This is an optimization exercise on Yosys and OpenROAD, whose aim is small area, not a production implementation. Only simulation tests tie the RTL to the original design; equivalence was not proved. The flow treats the clock pin as an ideal source, which a real chip does not have. Power figures rest on the tool's default switching activity, not on a simulated workload.

## flow/flow/run.sh

```bash
#!/bin/bash
# Own layout flow: the standard flow (the standard.sh, standard synthesis
# unchanged) with the smallest buffer on each port, a clock tree without dummy
# loads, and clock buffers sized to their loads (flow/post_cts.tcl).
set -euo pipefail
here=$(pwd)
bash standard.sh \
  "BUFFER_PORTS_ARGS=-buffer_cell sky130_fd_sc_hd__buf_1" \
  "CTS_ARGS=-sink_clustering_enable -repair_clock_nets -dont_use_dummy_load" \
  "POST_CTS_TCL=$here/flow/post_cts.tcl" \
  finish > flow_make.log 2>&1
```

## flow/flow/post_cts.tcl

```tcl
# After clock tree synthesis: give each clock buffer the smallest clkbuf size
# that keeps every flip-flop clock pin's slew under a target (with margin for
# the routed parasitics), instead of one size for the whole tree.
set clk_slew_target 0.115
set clk_sizes {sky130_fd_sc_hd__clkbuf_2 sky130_fd_sc_hd__clkbuf_4 sky130_fd_sc_hd__clkbuf_8 sky130_fd_sc_hd__clkbuf_16}

proc worst_clk_pin_slew {} {
  set worst 0
  foreach p [get_pins -hierarchical */CLK] {
    set s [get_property $p slew_max]
    if { $s > $worst } { set worst $s }
  }
  return $worst
}

proc worst_buf_in_slew {} {
  set worst 0
  foreach inst [get_cells clkbuf_*] {
    set s [get_property [get_pins [get_full_name $inst]/A] slew_max]
    if { $s > $worst } { set worst $s }
  }
  return $worst
}

estimate_parasitics -placement
puts "clock slew before resizing: [worst_clk_pin_slew]"
# leaves first (those driving flip-flops), then the buffers above them
set bufs {}
foreach c [get_cells clkbuf_*] { lappend bufs [get_full_name $c] }
set bufs [lsort -decreasing $bufs]
foreach name $bufs {
  set inst [get_cells $name]
  set orig [get_property $inst ref_name]
  set done 0
  foreach c $clk_sizes {
    replace_cell $inst $c
    estimate_parasitics -placement
    puts "  try $c: [worst_clk_pin_slew] [worst_buf_in_slew]"
    if { [worst_clk_pin_slew] <= $clk_slew_target && [worst_buf_in_slew] <= 0.25 } {
      set done 1
      break
    }
  }
  if { !$done } { replace_cell $inst $orig }
  estimate_parasitics -placement
  puts "clock buffer $name: $orig -> [get_property $inst ref_name]"
}
puts "clock slew after resizing: [worst_clk_pin_slew]"
```

## flow/standard.sh

```bash
#!/bin/bash
# synth_recipe.tcl (not shown) runs the flow's synth.tcl, then flattens the netlist and writes it again
# the make line also repeats each setting of config.mk as NAME=value (left out here)
make -C /OpenROAD-flow-scripts/flow DESIGN_CONFIG=/design/flow/config.mk WORK_HOME=/design/flow/orfs CLKGATE_MAP_FILE= SYNTH_SCRIPT=/design/flow/synth_recipe.tcl "${@:-finish}"
```

## flow/config.mk

```make
export PLATFORM = sky130hd
export DESIGN_NAME = DoutReader
export DESIGN_NICKNAME = DoutReader
export VERILOG_FILES = /design/flow/design.v
export SDC_FILE = /design/flow/constraint.sdc
export NUM_CORES = 4
export LEC_CHECK = 0
export CAP_MARGIN = 0
export CORE_MARGIN = 2
export CORE_UTILIZATION = 80
export PLACE_DENSITY = 0.85
export SLEW_MARGIN = 0
```

## flow/constraint.sdc

```tcl
create_clock -name core_clock -period 5.0 [get_ports {clk_i}]
set_input_delay 1.0000 -clock core_clock [delete_from_list [all_inputs] [get_ports {clk_i}]]
set_output_delay 1.0000 -clock core_clock [all_outputs]
set_load 0.01 [all_outputs]
```

## flow/design.v

```verilog
module DoutReader (
    input clk_i,   
    input reset_i,   
    input drdy,   
    input dclk,   
    input din,   
    output [23:0] ch1_o,   
    output [23:0] ch2_o,   
    output tick_o   
);
    logic x_q, y_q;
    logic [5:0] cnt_q;   
    logic drdy_1, drdy_2, dclk_1, dclk_2;
    logic [23:0] sr1_q, sr2_q;   
    logic [23:0] ch1_q, ch2_q;   
    wire drdy_fall = drdy_2 & ~drdy_1;
    wire dclk_fall = dclk_2 & ~dclk_1;
    wire wait_drdy = ~x_q & ~y_q;
    wire wait_dclk = x_q & ~y_q;
    wire write = ~x_q & y_q;
    wire fin = x_q & y_q;
    wire last = &cnt_q;   
    wire first_half = ~cnt_q[5];   
    wire x_d = wait_drdy & drdy_fall | wait_dclk & ~dclk_fall | write;
    wire y_d = wait_dclk & dclk_fall | write & last;
    always_ff @(posedge clk_i) begin
        if (reset_i) begin
            x_q <= 1'b0;
            y_q <= 1'b0;
            drdy_1 <= 1'b0;
            drdy_2 <= 1'b0;
        end else begin
            x_q <= x_d;
            y_q <= y_d;
            drdy_1 <= drdy;
            drdy_2 <= drdy_1;
        end
    end
    always_ff @(posedge clk_i) begin
        for (int k = 0; k < 6; k++)
            cnt_q[k] <= ~reset_i & ~wait_drdy & (cnt_q[k] ^ (y_q & (&(cnt_q | ~((6'd1 << k) - 6'd1)))));
    end
    always_ff @(posedge clk_i) begin
        dclk_1 <= dclk;
        dclk_2 <= dclk_1;
    end
    wire sh1 = y_q & first_half;
    wire hold1 = x_q | ~first_half;
    wire sh2 = y_q;
    wire hold2 = x_q;
    wire ld = fin & ~reset_i;
    wire keep = ~fin & ~reset_i;
    always_ff @(posedge clk_i) begin
        sr1_q <= ({24{sh1}} & {sr1_q[22:0], din}) | ({24{hold1}} & sr1_q);
        sr2_q <= ({24{sh2}} & {sr2_q[22:0], din}) | ({24{hold2}} & sr2_q);
        ch1_q <= ({24{ld}} & sr1_q) | ({24{keep}} & ch1_q);
        ch2_q <= ({24{ld}} & sr2_q) | ({24{keep}} & ch2_q);
    end
    assign ch1_o = ch1_q;
    assign ch2_o = ch2_q;
    assign tick_o = wait_drdy & cnt_q[0];
endmodule
```

==> results of run 1 <==
-- per-stage QoR --
stage	cell area [um^2]	setup WS, ps
5_1_grt	3630	2060
2_1_floorplan	3330	2940
3_3_place_gp	3530	2610
3_5_place_dp	3530	2560
6_report	3630	2170
-- Yosys cell counts --
| master | count |
|---|---|
| clkbuf_1 | 7 |
| inv_1 | 4 |
| buf_1 | 2 |
| o21bai_1 | 2 |
| or2_2 | 1 |
| nor3b_1 | 1 |
| ha_1 | 1 |
| nand2_1 | 2 |
| nor2b_1 | 5 |
| or4_1 | 1 |
| nand3b_1 | 1 |
| buf_2 | 13 |
| a21oi_1 | 5 |
| a22o_1 | 96 |
| o21ai_0 | 3 |
| nand4_2 | 1 |
| dfxtp_1 | 108 |
| xor2_1 | 1 |
| nor2_1 | 5 |
| xnor2_1 | 2 |
| nand3_1 | 1 |
| or3_1 | 2 |
-- critical path, stage by stage (launching register included) --
cell and delay, ps:
dfxtp_1 1070, nor3b_1 140, buf_1 180
-- cells by family (layout without fill, tap and decap cells) --
| family | after synthesis | after routing | synth area share |
|---|---|---|---|
| compound gates | 106 | 106 | 0.269 |
| simple gates | 20 | 20 | 0.0350 |
| flops | 108 | 108 | 0.650 |
| buf+inv | 26 | 69 | 0.0342 |
| xor+xnor | 3 | 3 | 0.00790 |
| fa+ha+maj | 1 | 1 | 0.00376 |
-- layer usage --
layer  GRT usage  part of all wire
met4       0.118             0.024
met5           0                 0
met3       0.115             0.062
met2       0.492              0.51
met1       0.398              0.41
-- cells in the final DEF (no fill, tap or decap), drive strengths merged --
cell and count:
a22o 96, clkbuf 9, nor3b 1, o21bai 2, nand4 1, o21ai 3, nor2b 5, nand3b 1
nand2 2, a21oi 5, or4 1, or3 2, xor2 1, buf 56, nor2 5, ha 1
dfxtp 108, nand3 1, xnor2 2, inv 4, or2 1
-- where the power goes --
group	switching (mW)	leakage (nW)	internal, mW	total (mW)
clock	0.232	0.0544	0.127	0.359
combinational	0.0137	0.449	0.00394	0.0176
sequential	0.00480	0.871	0.862	0.866
total	0.250	1.37	0.992	1.24
-- cell type report --
class / count / area, um^2 / area share
clock buffers: 9 / 98.8 / 0.0272
inverters: 4 / 15.0 / 0.00414
multi-input cells: 130 / 1070 / 0.295
flip-flops and latches: 108 / 2160 / 0.596
well taps: 50 / 62.6 / 0.0172
repair buffers: 56 / 221 / 0.0610
-- flip-flops by register name, summed over array words and instances (netlist names) --
| signal | flops |
|---|---|
| ch1_q | 24 |
| ch2_q | 24 |
| sr1_q | 24 |
| sr2_q | 24 |
| cnt_q | 6 |
| dclk_1 | 1 |
| dclk_2 | 1 |
| drdy_1 | 1 |
| drdy_2 | 1 |
| x_q | 1 |
| y_q | 1 |
-- path summary, 6_finish.rpt --
| path | endpoint | startpoint | depth (start not counted) | slack (ps) |
|---|---|---|---|---|
| max | tick_o | x_q | 2 | 2170 |
| min | dclk_2 | dclk_1 | 0 | 370 |
| max reg2reg | ch1_q[1] | x_q | 3 | 2440 |
| min reg2reg | dclk_2 | dclk_1 | 0 | 370 |
==> flow_summary.toml, run 1 <==
[run_status]
status = "finished clean"

[timing]
fmax_ghz = 0.353
tns_ps = 0
tightestPinTransition_ps = 1110
final.min_clock_period_ps = 2830
grt_setup_unrepaired = "false"
post_route_hold_slack_ps = 371
timing.final.max_slew_violations = 0
skew_ps = 32.3
setup_viol_count_final = 0
slew_headroom = 0.259
report.final.hold_viol_count = 0
finalCritPeriodShare = 0.567

[floorplanning]
design.die.area_mm2 = 0.00469
die_height_um = 68.5
start_util = 0.832
core.rowCount = 23
die_width_um = 68.5
floorplan.core_area_mm2 = 0.00400
ioPinCount = 54

[min_path]
timing.hold.worst.class = "register to register"

[global_route]
grt_start_max_net_pins = 49
wire_length_of_the_first_global_routing_pass_mm = 10.3
via_count_of_the_first_global_routing_pass = 2021
grt_overflow_total = 0
track_usage = 0.315
grt_antenna_before_repair = 0

[yosys]
mapped_cell_area_mm2 = 0.00333
synth_area_per_inst_um2 = 12.6
synth_top_cell_by_area = "dfxtp_1"
synth_top_cell_area_share = 0.650
ys_types = 22
yosysSeqAreaShare = 0.650
synth_warn = 1
synth-seq-cells = 108
synth_cells = 264
synth_fp_nets = 270
synthTopCellsByArea = "dfxtp_1, a22o_1, buf_2"

[route]
via_count = 2292
initial_drc_count = 190
final_antenna_net_count = 0
post_drt_wl_per_cell_um = 19.0
remaining_drc_errors = 0
route.final.wire_length_mm = 6.78
vias_per_cell = 6.42
firstDrtPassIters = 4

[critical_path]
cp_data_required_time_ps = 4000
critical_path_peak_fanout = 32
worstSetupStartpointType = "register"
path_class = "register to output port"
kind_of_end_point_of_the_critical_path = "output port"
worst-endpoint-arrival_ps = 1830

[layout]
finish.net_count = 315
n_fill_cell = 170
finish.cell_count_without_fillers = 357
area.growth.synth_to_final_pct = 9.10
drive_above_1_share = 0.0521
ant_diodes = 0
final_core_util = 0.907

[flow_run]
max_cap_violations = 0

[clocking]
number_of_sinks_on_the_clock_net = 108
tritoncts = "built"
insertion_delay_ps = 430
clock_slew_seen_by_the_registers_of_the_worst_setup_and_hold_paths_ps = 110

[placed_design]
numPlacedInstances = 348
place.gp.congestion = 0.746
place.detailed.hpwl_mm = 4.30
place.port_buffers = 53

[pwr]
power-per-cell-area_mw_per_mm2 = 342
peakVddDrop_v = 0.000286
leakage_nw = 1.37
overall_power_mw = 1.24
==> run 2, diff against run 1 <==
--- a/flow/design.v
+++ b/flow/design.v
@@ -10,5 +10,6 @@
 );
     logic x_q, y_q;
-    logic [5:0] cnt_q;   
+    logic [4:0] lc_q;   
+    logic h_q;   
     logic drdy_1, drdy_2, dclk_1, dclk_2;
     logic [23:0] sr1_q, sr2_q;   
@@ -20,6 +21,8 @@
     wire write = ~x_q & y_q;
     wire fin = x_q & y_q;
-    wire last = &cnt_q;   
-    wire first_half = ~cnt_q[5];   
+    wire lc_z = ~|lc_q[3:0];
+    wire lc_end = lc_q[4] & lc_z;   
+    wire last = h_q & lc_end;   
+    wire first_half = ~h_q;   
     wire x_d = wait_drdy & drdy_fall | wait_dclk & ~dclk_fall | write;
     wire y_d = wait_dclk & dclk_fall | write & last;
@@ -37,7 +40,10 @@
         end
     end
+    wire cnt_step = y_q;
+    wire cnt_hold = x_q;
     always_ff @(posedge clk_i) begin
-        for (int k = 0; k < 6; k++)
-            cnt_q[k] <= ~reset_i & ~wait_drdy & (cnt_q[k] ^ (y_q & (&(cnt_q | ~((6'd1 << k) - 6'd1)))));
+        lc_q[4:1] <= ({4{cnt_step}} & lc_q[3:0]) | ({4{cnt_hold}} & lc_q[4:1]);
+        lc_q[0] <= ~reset_i & ((cnt_step & (lc_q[4] ^ lc_q[2] ^ lc_z)) | (cnt_hold & lc_q[0]));
+        h_q <= (cnt_step & (h_q ^ lc_end)) | (cnt_hold & h_q);
     end
     always_ff @(posedge clk_i) begin
@@ -59,4 +65,4 @@
     assign ch1_o = ch1_q;
     assign ch2_o = ch2_q;
-    assign tick_o = wait_drdy & cnt_q[0];
+    assign tick_o = wait_drdy & lc_q[0];
 endmodule
--- a/flow/config.mk
+++ b/flow/config.mk
@@ -9,4 +9,6 @@
 export CORE_MARGIN = 2
 export CORE_UTILIZATION = 80
+export GPL_ROUTABILITY_DRIVEN = 0
+export GPL_TIMING_DRIVEN = 0
 export PLACE_DENSITY = 0.85
 export SLEW_MARGIN = 0
==> run 2 against run 1 <==
Against the previous run: sequential power about the same; clock skew down 14 ps; die area up 1.1%; first-iteration DRC count down 17%; worst setup slack better by 260 ps; via count up 8.8%; critical path type unchanged; highest routed layer unchanged; fmax up 9.9%; combinational power up 63%; largest power group unchanged; largest cell class unchanged; synthesized area up 1.2%.
==> flow_summary.toml, run 2 <==
[global_route]
via_count_of_the_first_global_routing_pass = 2404
wire_length_of_the_first_global_routing_pass_mm = 12.1
grt_start_max_net_pins = 17
grt_antenna_before_repair = 0
grt_overflow_total = 0
track_usage = 0.364

[layout]
finish.cell_count_without_fillers = 369
finish.net_count = 327
area.growth.synth_to_final_pct = 11.3
design_area_mm2 = 0.00374
layout_commonest_cell = "dfxtp_1"
ant_diodes = 0
drive_above_1_share = 0.0878
mostFrequentLayoutCells = "dfxtp_1, a22o_1, buf_1"

[yosys]
synth-seq-cells = 108
synth_enable_flop_cells = 0
synth_top_cell_area_share = 0.642
synth_xor_xnor_area_share = 0
synth_compound_area_frac = 0.278
ys_types = 27
synth_fp_nets = 263
synthTopCellsByCount = "dfxtp_1, a22o_1, buf_6, clkbuf_1, buf_2"
yosysSeqAreaShare = 0.642
yosys_most_used_dff = "dfxtp_1"
synth_top_cell_by_area = "dfxtp_1"
post_synth_fa_ha_maj_area_fraction = 0.00372
largest_family_of_logic_cells_by_synthesized_area = "compound AO/OA/AOI/OAI gates"
synthTopCellsByArea = "dfxtp_1, a22o_1, buf_6"
synth_simple_gate_area_frac = 0.0260
synth_warn = 1
yosys-mux-area-fraction = 0
synth_most_common_cell = "dfxtp_1"
mapped_cell_area_mm2 = 0.00337
synth_area_per_inst_um2 = 13.1
ys_async_sr_fraction = 0
synth_cells = 257

[critical_path]
worstPathCellList = "buf_4, clkbuf_1, nor3b_1, buf_1"
crit_buf_inv = 3
cp_data_required_time_ps = 4000
cpPeakStageDelay_ps = 380
crit_family = "buffers and inverters"
worst-endpoint-arrival_ps = 1580
kind_of_end_point_of_the_critical_path = "output port"
critPathSlowestCell = "clkbuf_1"
critical_path_peak_fanout = 10
path_class = "register to output port"
worstSetupStartpointType = "register"

[route]
final_antenna_net_count = 0
initial_drc_count = 158
vias_per_cell = 6.76
post_drt_wl_per_cell_um = 21.6
remaining_drc_errors = 0
firstDrtPassIters = 5
via_count = 2494
route.final.wire_length_mm = 7.98

[timing]
tightestPinTransition_ps = 538
slew_headroom = 0.641
grt_setup_unrepaired = "false"
setup_viol_count_final = 0
post_route_hold_slack_ps = 388
tns_ps = 0
finalCritPeriodShare = 0.515
skew_ps = 18.5
timing.final.max_slew_violations = 0
fmax_ghz = 0.388
final.min_clock_period_ps = 2580
report.final.hold_viol_count = 0

[floorplanning]
start_util = 0.835
design.die.area_mm2 = 0.00474
floorplan.core_area_mm2 = 0.00403
die_width_um = 68.9
ioPinCount = 54
die_height_um = 68.9
core.rowCount = 23

[run_status]
status = "finished clean"

[clocking]
tritoncts = "built"
insertion_delay_ps = 450
clock_slew_seen_by_the_registers_of_the_worst_setup_and_hold_paths_ps = 80
number_of_sinks_on_the_clock_net = 108

[placed_design]
total_cell_area_at_the_placement_stage_mm2 = 0.00363
place.port_buffers = 53
numPlacedInstances = 360
place.detailed.hpwl_mm = 4.88

[pwr]
peakVddDrop_v = 0.000325
leakage_nw = 1.47
power-per-cell-area_mw_per_mm2 = 343

[min_path]
timing.hold.worst.class = "register to register"

[flow_run]
max_cap_violations = 0
-- run 2: layer usage --
| metal | up-vias | GRT usage | wire length, um |
|---|---|---|---|
| met5 | - | 0 | 0 |
| met1 | 1213 | 0.402 | 3100 |
| met2 | 147 | 0.627 | 4070 |
| met3 | 32 | 0.117 | 522 |
| li1 | 1102 | - | - |
| met4 | 0 | 0.184 | 289 |
-- run 2: kinds of logic (layout without fill, tap and decap cells) --
group	count (synthesis)	count (layout)
simple gates	14	14
compound gates	108	108
buf+inv	26	88
flops	108	108
fa+ha+maj	1	1
-- run 2: worst reg2reg max path, stage by stage (launching register included) --
cell      delay (ps)
dfxtp_1          330
buf_4            180
nand2b_1         120
nor2_2           200
buf_6            190
buf_6            160
a22o_1           150
-- run 2: stage by stage --
stage / util / total power [mW] / setup WS [ps]
2_1_floorplan: - / 0.901 / 3030
3_3_place_gp: 0.900 / 0.908 / 2910
3_5_place_dp: 0.900 / 0.910 / 2820
5_1_grt: 0.930 / 1.32 / 2320
6_report: 0.930 / 1.29 / 2420
-- run 2: power by group --
group,internal (mW),switching [mW]
Sequential,0.861,0.00125
Combinational,0.00830,0.0203
Clock,0.151,0.243
Total,1.02,0.265
-- run 2: cell type report --
class	instances	area (um^2)
multi-input combinational	123	1030
fill	131	284
tap	50	62.6
clock buffer	9	118
sequential	108	2160
timing repair buffer	53	199
buffer	24	161
inverter	2	7.51
-- run 2: final timing paths --
check / to / startpoint / slack [ps] / cells after the start
worst max register to register: ch2_q[20] / y_q / 3610 / 6
worst min-delay path: dclk_2 / dclk_1 / 390 / 0
worst min register to register: dclk_2 / dclk_1 / 390 / 0
worst max-delay path: tick_o / y_q / 2420 / 4
==> run 3, diff against run 2 <==
--- a/flow/config.mk
+++ b/flow/config.mk
@@ -9,6 +9,4 @@
 export CORE_MARGIN = 2
 export CORE_UTILIZATION = 80
-export GPL_ROUTABILITY_DRIVEN = 0
-export GPL_TIMING_DRIVEN = 0
 export PLACE_DENSITY = 0.85
 export SLEW_MARGIN = 0
==> run 3 against run 2 <==
Against the previous run: still clean on timing, DRC and antenna; final area is 3.7% lower; critical path depth is 1 lower; final cell count down 5.7%; via count down 9.5%; largest power group unchanged; highest routed layer unchanged.
==> flow_summary.toml, run 3 <==
[yosys]
synth_cells = 257
synth_most_common_cell = "dfxtp_1"
synth_area_per_inst_um2 = 13.1
synth_warn = 1
synth_enable_flop_cells = 0
yosysSeqAreaShare = 0.642
synth-seq-cells = 108
synthTopCellsByCount = "dfxtp_1, a22o_1, buf_6, clkbuf_1, buf_2"
ys_async_sr_fraction = 0
yosys_most_used_dff = "dfxtp_1"
synth_fp_nets = 263
synth_top_cell_area_share = 0.642
synthTopCellsByArea = "dfxtp_1, a22o_1, buf_6"
synth_top_cell_by_area = "dfxtp_1"
ys_types = 27
mapped_cell_area_mm2 = 0.00337

[placed_design]
total_cell_area_at_the_placement_stage_mm2 = 0.00350
place.gp.congestion = 0.754
place.detailed.hpwl_mm = 3.60
numPlacedInstances = 339
place.port_buffers = 53
post-place-ws_ps = 2400

[timing]
tightestPinTransition_ps = 1240
grt_setup_unrepaired = "false"
post_route_hold_slack_ps = 375
report.final.hold_viol_count = 0
skew_ps = 33.4
finalCritPeriodShare = 0.560
final.min_clock_period_ps = 2800
slew_headroom = 0.173
tns_ps = 0
timing.final.max_slew_violations = 0
setup_slack_ps = 2200
fmax_ghz = 0.357
setup_viol_count_final = 0

[route]
via_count = 2258
remaining_drc_errors = 0
vias_per_cell = 6.49
firstDrtPassIters = 4
post_drt_wl_per_cell_um = 17.9
route.final.wire_length_mm = 6.24
initial_drc_count = 108
final_antenna_net_count = 0

[layout]
finish.cell_count_without_fillers = 348
mostFrequentLayoutCells = "dfxtp_1, a22o_1, buf_1"
design_area_mm2 = 0.00361
finish.net_count = 306
n_fill_cell = 189
seq_area_mm2 = 0.00216
area.growth.synth_to_final_pct = 7.14
multi_input_comb_area_mm2 = 0.00105
ant_diodes = 0
drive_above_1_share = 0.0503
layout_commonest_cell = "dfxtp_1"

[global_route]
via_count_of_the_first_global_routing_pass = 1904
grt_start_max_net_pins = 49
grt_overflow_total = 0
track_usage = 0.267
wire_length_of_the_first_global_routing_pass_mm = 9.20
grt_antenna_before_repair = 0

[floorplanning]
floorplan.core_area_mm2 = 0.00403
design.die.area_mm2 = 0.00474
core.rowCount = 23
ioPinCount = 54
die_height_um = 68.9
die_width_um = 68.9
start_util = 0.835

[pwr]
net-switching-power_mw = 0.254
cell_internal_pwr_mw = 1.00
switching_share = 0.202
clock_group_share_of_total_power = 0.296
peakVddDrop_v = 0.000296
comb_power_share = 0.016
leakage_nw = 1.38
power-per-cell-area_mw_per_mm2 = 348
power_frac_seq = 0.688

[clocking]
tritoncts = "built"
insertion_delay_ps = 440
clock_slew_seen_by_the_registers_of_the_worst_setup_and_hold_paths_ps = 110
number_of_sinks_on_the_clock_net = 108

[flow_run]
max_cap_violations = 0

[critical_path]
worstSetupStartpointType = "register"
path_class = "register to output port"
kind_of_end_point_of_the_critical_path = "output port"
critical_path_peak_fanout = 20
cp_data_required_time_ps = 4000
worst-endpoint-arrival_ps = 1800

[run_status]
status = "finished clean"

[min_path]
timing.hold.worst.class = "register to register"
## run 3: cell counts after synthesis
No cell type changed its count.
## run 3: worst max-delay path, cell delays in order, from the launching register on
cell	delay, ps
dfxtp_1	770
buf_4	360
nor3b_1	90
buf_1	140
## run 3: per-stage QoR
| stage | util | total power, mW |
|---|---|---|
| floorplan | - | 0.901 |
| detailed placement | 0.869 | 0.903 |
| finish | 0.895 | 1.25 |
| global route | 0.895 | 1.28 |
| global placement | 0.869 | 0.903 |
## run 3: final timing paths
| path | from | end | slack (ps) | depth (start not counted) |
|---|---|---|---|---|
| worst max-delay path | y_q | tick_o | 2200 | 3 |
| worst min-delay path | dclk_1 | dclk_2 | 370 | 0 |
| worst max register to register | y_q | ch2_q[14] | 2790 | 3 |
| worst min register to register | dclk_1 | dclk_2 | 370 | 0 |
## run 3: final cells by class
class / instances / share of cell area
flip-flops and latches: 108 / 0.600
inverters: 2 / 0.00208
well taps: 50 / 0.0173
repair buffers: 56 / 0.0614
clock buffers: 9 / 0.0291
multi-input cells: 123 / 0.290
## run 3: power by group through the flow
stage | logic [mW] | registers, mW | clock network [mW]
after floorplan | 0.0189 | 0.882 | 0
after global placement | 0.0190 | 0.883 | 0
after detailed placement | 0.0195 | 0.884 | 0
after global routing | 0.0214 | 0.864 | 0.400
final | 0.0197 | 0.863 | 0.371
## run 3: layer usage
metal | global-route usage | up-vias | routed length [um]
li1 | - | 1074 | -
met1 | 0.359 | 1116 | 2760
met2 | 0.415 | 60 | 3130
met3 | 0.0795 | 8 | 277
met4 | 0.0882 | 0 | 67
met5 | 0 | - | 0
## run 3: cell families after synthesis
| kind of cell | count (synthesis) | share of synthesized area |
|---|---|---|
| adder cells (fa/ha/maj) | 1 | 0.00372 |
| buffers and inverters | 26 | 0.0502 |
| AO/OA/AOI/OAI | 108 | 0.278 |
| flip-flops | 108 | 0.642 |
| AND/OR/NAND/NOR | 14 | 0.0260 |
==> run 4, diff against run 3 <==
--- a/flow/config.mk
+++ b/flow/config.mk
@@ -8,5 +8,5 @@
 export CAP_MARGIN = 0
 export CORE_MARGIN = 2
-export CORE_UTILIZATION = 80
-export PLACE_DENSITY = 0.85
+export CORE_UTILIZATION = 83
+export PLACE_DENSITY = 0.88
 export SLEW_MARGIN = 0
==> run 4 against run 3 <==
Against the previous run: flip-flop and latch count stayed put; critical path depth unchanged; still clean; non-clock buffer count is the same; critical path type unchanged; synthesized area is the same; critical endpoint unchanged; fmax up 5.6%.
==> flow_summary.toml, run 4 <==
[run_status]
status = "finished clean"

[route]
final_antenna_net_count = 0
remaining_drc_errors = 0
route.final.wire_length_mm = 6.46
firstDrtPassIters = 5
vias_per_cell = 6.49
initial_drc_count = 154
post_drt_wl_per_cell_um = 18.6
via_count = 2258

[yosys]
synth_simple_gate_area_frac = 0.0260
synth_compound_area_frac = 0.278
yosysSeqAreaShare = 0.642
synth-seq-cells = 108
post_synth_fa_ha_maj_area_fraction = 0.00372
largest_family_of_logic_cells_by_synthesized_area = "compound AO/OA/AOI/OAI gates"
synth_most_common_cell = "dfxtp_1"
synth_fp_nets = 263
ys_types = 27
ys_async_sr_fraction = 0
mapped_cell_area_mm2 = 0.00337
synth_cells = 257
synth_top_cell_by_area = "dfxtp_1"
synthTopCellsByArea = "dfxtp_1, a22o_1, buf_6"
synth_enable_flop_cells = 0
synthTopCellsByCount = "dfxtp_1, a22o_1, buf_6, clkbuf_1, buf_2"
synth_area_per_inst_um2 = 13.1
synth_warn = 1
synth_top_cell_area_share = 0.642
synth_xor_xnor_area_share = 0
yosys_most_used_dff = "dfxtp_1"
yosys-mux-area-fraction = 0

[pwr]
switching_share = 0.203
leakage_nw = 1.38
power-per-cell-area_mw_per_mm2 = 346
cell_internal_pwr_mw = 0.992
clock_group_share_of_total_power = 0.290
comb_power_share = 0.016
peakVddDrop_v = 0.000228
net-switching-power_mw = 0.253
power_frac_seq = 0.695

[timing]
skew_ps = 31.5
report.final.hold_viol_count = 0
fmax_ghz = 0.377
timing.final.max_slew_violations = 0
finalCritPeriodShare = 0.531
tightestPinTransition_ps = 1230
final.min_clock_period_ps = 2650
setup_viol_count_final = 0
post_route_hold_slack_ps = 419
slew_headroom = 0.180
tns_ps = 0
grt_setup_unrepaired = "false"

[critical_path]
timing.critical_path.from = "x_q"
critical_path_cell_count = 3
worstSetupStartpointType = "register"
crit_family = "flip-flops"
worstPathCellList = "buf_4, nor3b_1, buf_1"
critical_path_peak_fanout = 22
cp_data_required_time_ps = 4000
cpPeakStageDelay_ps = 620
critPathSlowestCell = "dfxtp_1"
crit_end = "tick_o"
worstReg2RegEnd = "ch2_q[14]"
crit_buf_inv = 2
rrSetupSlack_ps = 2520
kind_of_end_point_of_the_critical_path = "output port"
path_class = "register to output port"
regToRegStartpoint = "y_q"
depth_of_the_worst_register_to_register_path = 4
worst-endpoint-arrival_ps = 1650

[floorplanning]
die_width_um = 67.7
floorplan.core_area_mm2 = 0.00394
start_util = 0.854
die_height_um = 67.7
core.rowCount = 23
design.die.area_mm2 = 0.00458
ioPinCount = 54

[global_route]
via_count_of_the_first_global_routing_pass = 2021
grt_start_max_net_pins = 49
track_usage = 0.296
grt_overflow_total = 0
wire_length_of_the_first_global_routing_pass_mm = 9.83
grt_antenna_before_repair = 0

[placed_design]
place.port_buffers = 53
place.detailed.hpwl_mm = 3.90
place.gp.congestion = 0.750

[layout]
ant_diodes = 0
layout_commonest_cell = "dfxtp_1"
mostFrequentLayoutCells = "dfxtp_1, a22o_1, buf_1"
finish.net_count = 306
final_core_util = 0.913
area.growth.synth_to_final_pct = 6.95
drive_above_1_share = 0.0503

[clocking]
insertion_delay_ps = 440
number_of_sinks_on_the_clock_net = 108
clock_slew_seen_by_the_registers_of_the_worst_setup_and_hold_paths_ps = 100
tritoncts = "built"

[min_path]
timing.hold.worst.class = "register to register"

[flow_run]
max_cap_violations = 0
run 4: cell families after synthesis:
group / Yosys count
compound gates: 108
flops: 108
buf+inv: 26
simple gates: 14
fa+ha+maj: 1
run 4: worst min-delay path by stage:
stage                 from      to  slack [ps]  cells past startpoint
floorplan           dclk_1  dclk_2         350                      0
global placement    dclk_1  dclk_2         360                      0
detailed placement  dclk_1  dclk_2         370                      0
global route        dclk_1  dclk_2         420                      0
finish              dclk_1  dclk_2         420                      0
run 4: cell type report:
cell class	instances	area (um^2)
clock buffer	9	98.8
multi-input combinational	123	1050
inverter	2	7.51
tap	50	62.6
fill	146	343
timing repair buffer	56	221
sequential	108	2160
run 4: metal layers:
layer / global-route usage / share of wire
met3: 0.0967 / 0.063
met4: 0.133 / 0.019
met1: 0.396 / 0.45
met2: 0.436 / 0.47
met5: 0 / 0
run 4: through the flow:
step	setup WS, ps	power, mW	std cells	cell area, um^2
2_1_floorplan	3030	0.901	257	3370
3_3_place_gp	2500	0.902	339	3500
3_5_place_dp	2440	0.903	339	3500
5_1_grt	2220	1.28	348	3600
6_report	2350	1.24	348	3600
run 4: worst register-to-register path: cells and delay by family (launching register included):
family | cells | cell delay, ps
buffers and inverters | 1 | 360
DFF | 1 | 760
AOI/OAI and AO/OA | 1 | 290
and+or+nand+nor | 2 | 990
run 4: power groups by stage:
stage,combinational (mW),clock [mW],sequential [mW]
after floorplan,0.0189,0,0.882
after global placement,0.0182,0,0.884
after detailed placement,0.0190,0,0.884
after global routing,0.0210,0.392,0.865
final,0.0194,0.361,0.865
==> run 5, diff against run 4 <==
--- a/flow/flow/post_cts.tcl
+++ b/flow/flow/post_cts.tcl
@@ -2,5 +2,5 @@
 # that keeps every flip-flop clock pin's slew under a target (with margin for
 # the routed parasitics), instead of one size for the whole tree.
-set clk_slew_target 0.115
+set clk_slew_target 0.122
 set clk_sizes {sky130_fd_sc_hd__clkbuf_2 sky130_fd_sc_hd__clkbuf_4 sky130_fd_sc_hd__clkbuf_8 sky130_fd_sc_hd__clkbuf_16}
 
==> run 5 against run 4 <==
Against the previous run: final area unchanged; clock power barely moved; wire length did not move; fmax unchanged; synthesized area did not move; critical path depth stayed put; flip-flop and latch count stayed put; synthesized cell count unchanged; highest routed layer unchanged.
==> flow_summary.toml, run 5 <==
[run_status]
status = "finished clean"

[timing]
grt_setup_unrepaired = "false"
finalCritPeriodShare = 0.531
fmax_ghz = 0.377
report.final.hold_viol_count = 0
skew_ps = 31.5
tns_ps = 0
post_route_hold_slack_ps = 419
setup_slack_ps = 2350
slew_headroom = 0.180
timing.final.max_slew_violations = 0
tightestPinTransition_ps = 1230
setup_viol_count_final = 0
final.min_clock_period_ps = 2650

[placed_design]
place.detailed.hpwl_mm = 3.90
numPlacedInstances = 339
place.gp.congestion = 0.750
post-place-ws_ps = 2440
place.port_buffers = 53

[pwr]
leakage_nw = 1.38
net-switching-power_mw = 0.253
switching_share = 0.203
cell_internal_pwr_mw = 0.992
power_frac_seq = 0.695
comb_power_share = 0.016
clock_group_share_of_total_power = 0.290
power-per-cell-area_mw_per_mm2 = 346
peakVddDrop_v = 0.000228

[route]
firstDrtPassIters = 5
via_count = 2258
vias_per_cell = 6.49
initial_drc_count = 154
route.final.wire_length_mm = 6.46
final_antenna_net_count = 0
remaining_drc_errors = 0
post_drt_wl_per_cell_um = 18.6

[floorplanning]
ioPinCount = 54
core.rowCount = 23
start_util = 0.854
die_width_um = 67.7
floorplan.core_area_mm2 = 0.00394
design.die.area_mm2 = 0.00458
die_height_um = 67.7

[yosys]
largest_family_of_logic_cells_by_synthesized_area = "compound AO/OA/AOI/OAI gates"
synth_area_per_inst_um2 = 13.1
synth_top_cell_area_share = 0.642
synth_fp_nets = 263
yosys-mux-area-fraction = 0
synthTopCellsByCount = "dfxtp_1, a22o_1, buf_6, clkbuf_1, buf_2"
synthTopCellsByArea = "dfxtp_1, a22o_1, buf_6"
synth_simple_gate_area_frac = 0.0260
yosys_most_used_dff = "dfxtp_1"
synth_compound_area_frac = 0.278
synth-seq-cells = 108
mapped_cell_area_mm2 = 0.00337
synth_top_cell_by_area = "dfxtp_1"
ys_types = 27
synth_xor_xnor_area_share = 0
yosysSeqAreaShare = 0.642
synth_most_common_cell = "dfxtp_1"
synth_warn = 1
post_synth_fa_ha_maj_area_fraction = 0.00372
ys_async_sr_fraction = 0
synth_enable_flop_cells = 0
synth_cells = 257

[layout]
mostFrequentLayoutCells = "dfxtp_1, a22o_1, buf_1"
ant_diodes = 0
area.growth.synth_to_final_pct = 6.95
layout_commonest_cell = "dfxtp_1"
drive_above_1_share = 0.0503
finish.cell_count_without_fillers = 348
final_core_util = 0.913
finish.net_count = 306

[min_path]
min_delay_worst_endpoint = "dclk_2"
hold_depth = 0
timing.hold.worst.class = "register to register"
min-delay-start = "dclk_1"

[critical_path]
worstReg2RegEnd = "ch2_q[14]"
regToRegStartpoint = "y_q"
cp_data_required_time_ps = 4000
worst-endpoint-arrival_ps = 1650
depth_of_the_worst_register_to_register_path = 4
path_class = "register to output port"
kind_of_end_point_of_the_critical_path = "output port"
rrSetupSlack_ps = 2520
critical_path_peak_fanout = 22
worstSetupStartpointType = "register"

[flow_run]
max_cap_violations = 0

[clocking]
number_of_sinks_on_the_clock_net = 108
insertion_delay_ps = 440
tritoncts = "built"
clock_slew_seen_by_the_registers_of_the_worst_setup_and_hold_paths_ps = 100

[global_route]
grt_use_met1 = 0.396
grt_overflow_total = 0
wire_length_of_the_first_global_routing_pass_mm = 9.83
via_count_of_the_first_global_routing_pass = 2021
grt-busiest-layer = "met2"
track_usage = 0.296
grt_antenna_before_repair = 0
grt_start_max_net_pins = 49
groute.layer.met3.usage = 0.0967
gr-usage-met2 = 0.436
[run 5: final cells by class]
cell class | count | area [um^2]
inverters | 2 | 7.51
repair buffers | 56 | 221
multi-input cells | 123 | 1050
well taps | 50 | 62.6
fillers | 146 | 343
flip-flops and latches | 108 | 2160
clock buffers | 9 | 98.8
[run 5: stage by stage]
step                cell area (um^2)  power [mW]
detailed placement              3500       0.903
finish                          3600        1.24
global placement                3500       0.902
global route                    3600        1.28
floorplan                       3370       0.901
[run 5: routing by layer]
metal | wire length [um] | vias up | part of all wire
li1 | - | 1063 | -
met1 | 2930 | 1082 | 0.45
met2 | 3010 | 99 | 0.47
met3 | 405 | 14 | 0.063
met4 | 122 | 0 | 0.019
met5 | 0 | - | 0
[run 5: logic make-up after synthesis]
logic type      Yosys count
fa+ha+maj                 1
compound gates          108
simple gates             14
flops                   108
buf+inv                  26
[run 5: worst max-delay path by stage]
stage | endpoint | cells after the start | from
after global routing | tick_o | 3 | x_q
after global placement | ch1_q[18] | 4 | reset_i
after floorplan | tick_o | 3 | y_q
final | tick_o | 3 | x_q
after detailed placement | ch2_q[14] | 4 | reset_i
[run 5: power by group through the flow]
stage	Clock [mW]	Sequential, mW	Combinational (mW)
after floorplan	0	0.882	0.0189
after global placement	0	0.884	0.0182
after detailed placement	0	0.884	0.0190
after global routing	0.392	0.865	0.0210
final	0.361	0.865	0.0194
[run 5: worst max-delay path: stages, from the launching register on]
cell,delay (ps)
dfxtp_1,620
buf_4,360
nor3b_1,80
buf_1,160

[separate check: timing with driven ports]
How much do the figures lean on ideal ports? The routed layouts below were timed once more, with nothing changed but the port constraints.
Step 1 (the two cells are an assumption about what drives the block):
set clk [get_ports {clk_i}]
set_driving_cell -lib_cell sky130_fd_sc_hd__clkbuf_16 $clk
set_driving_cell -lib_cell sky130_fd_sc_hd__buf_2 [delete_from_list [all_inputs] $clk]
Step 2 adds t to the input delays and takes it off the output delays; t is the mean of the earliest and latest rising clock arrival at the registers after step 1. Input paths then give back, and output paths get back, about the clock's delay inside the block.
Slacks: ideal ports / drivers / drivers and shift; pairs: ideal ports / drivers.
run	t, ns	setup WS [ns]	clock arrival spread, ns	slew at the worst register clock pin (ns)	worst data-port slew with drivers (ns)
run 1	0.443	2.167 / 2.139 / 2.440	0.032 / 0.032	0.11 / 0.11	0.03
run 2	0.471	2.423 / 2.393 / 2.758	0.018 / 0.019	0.10 / 0.10	0.03
run 3	0.442	2.199 / 2.176 / 2.363	0.033 / 0.034	0.11 / 0.11	0.03
run 4	0.452	2.347 / 2.320 / 2.327	0.032 / 0.032	0.11 / 0.11	0.04
run 5	0.452	2.347 / 2.320 / 2.327	0.032 / 0.032	0.11 / 0.11	0.04
After both steps setup and hold are still met in every run listed.
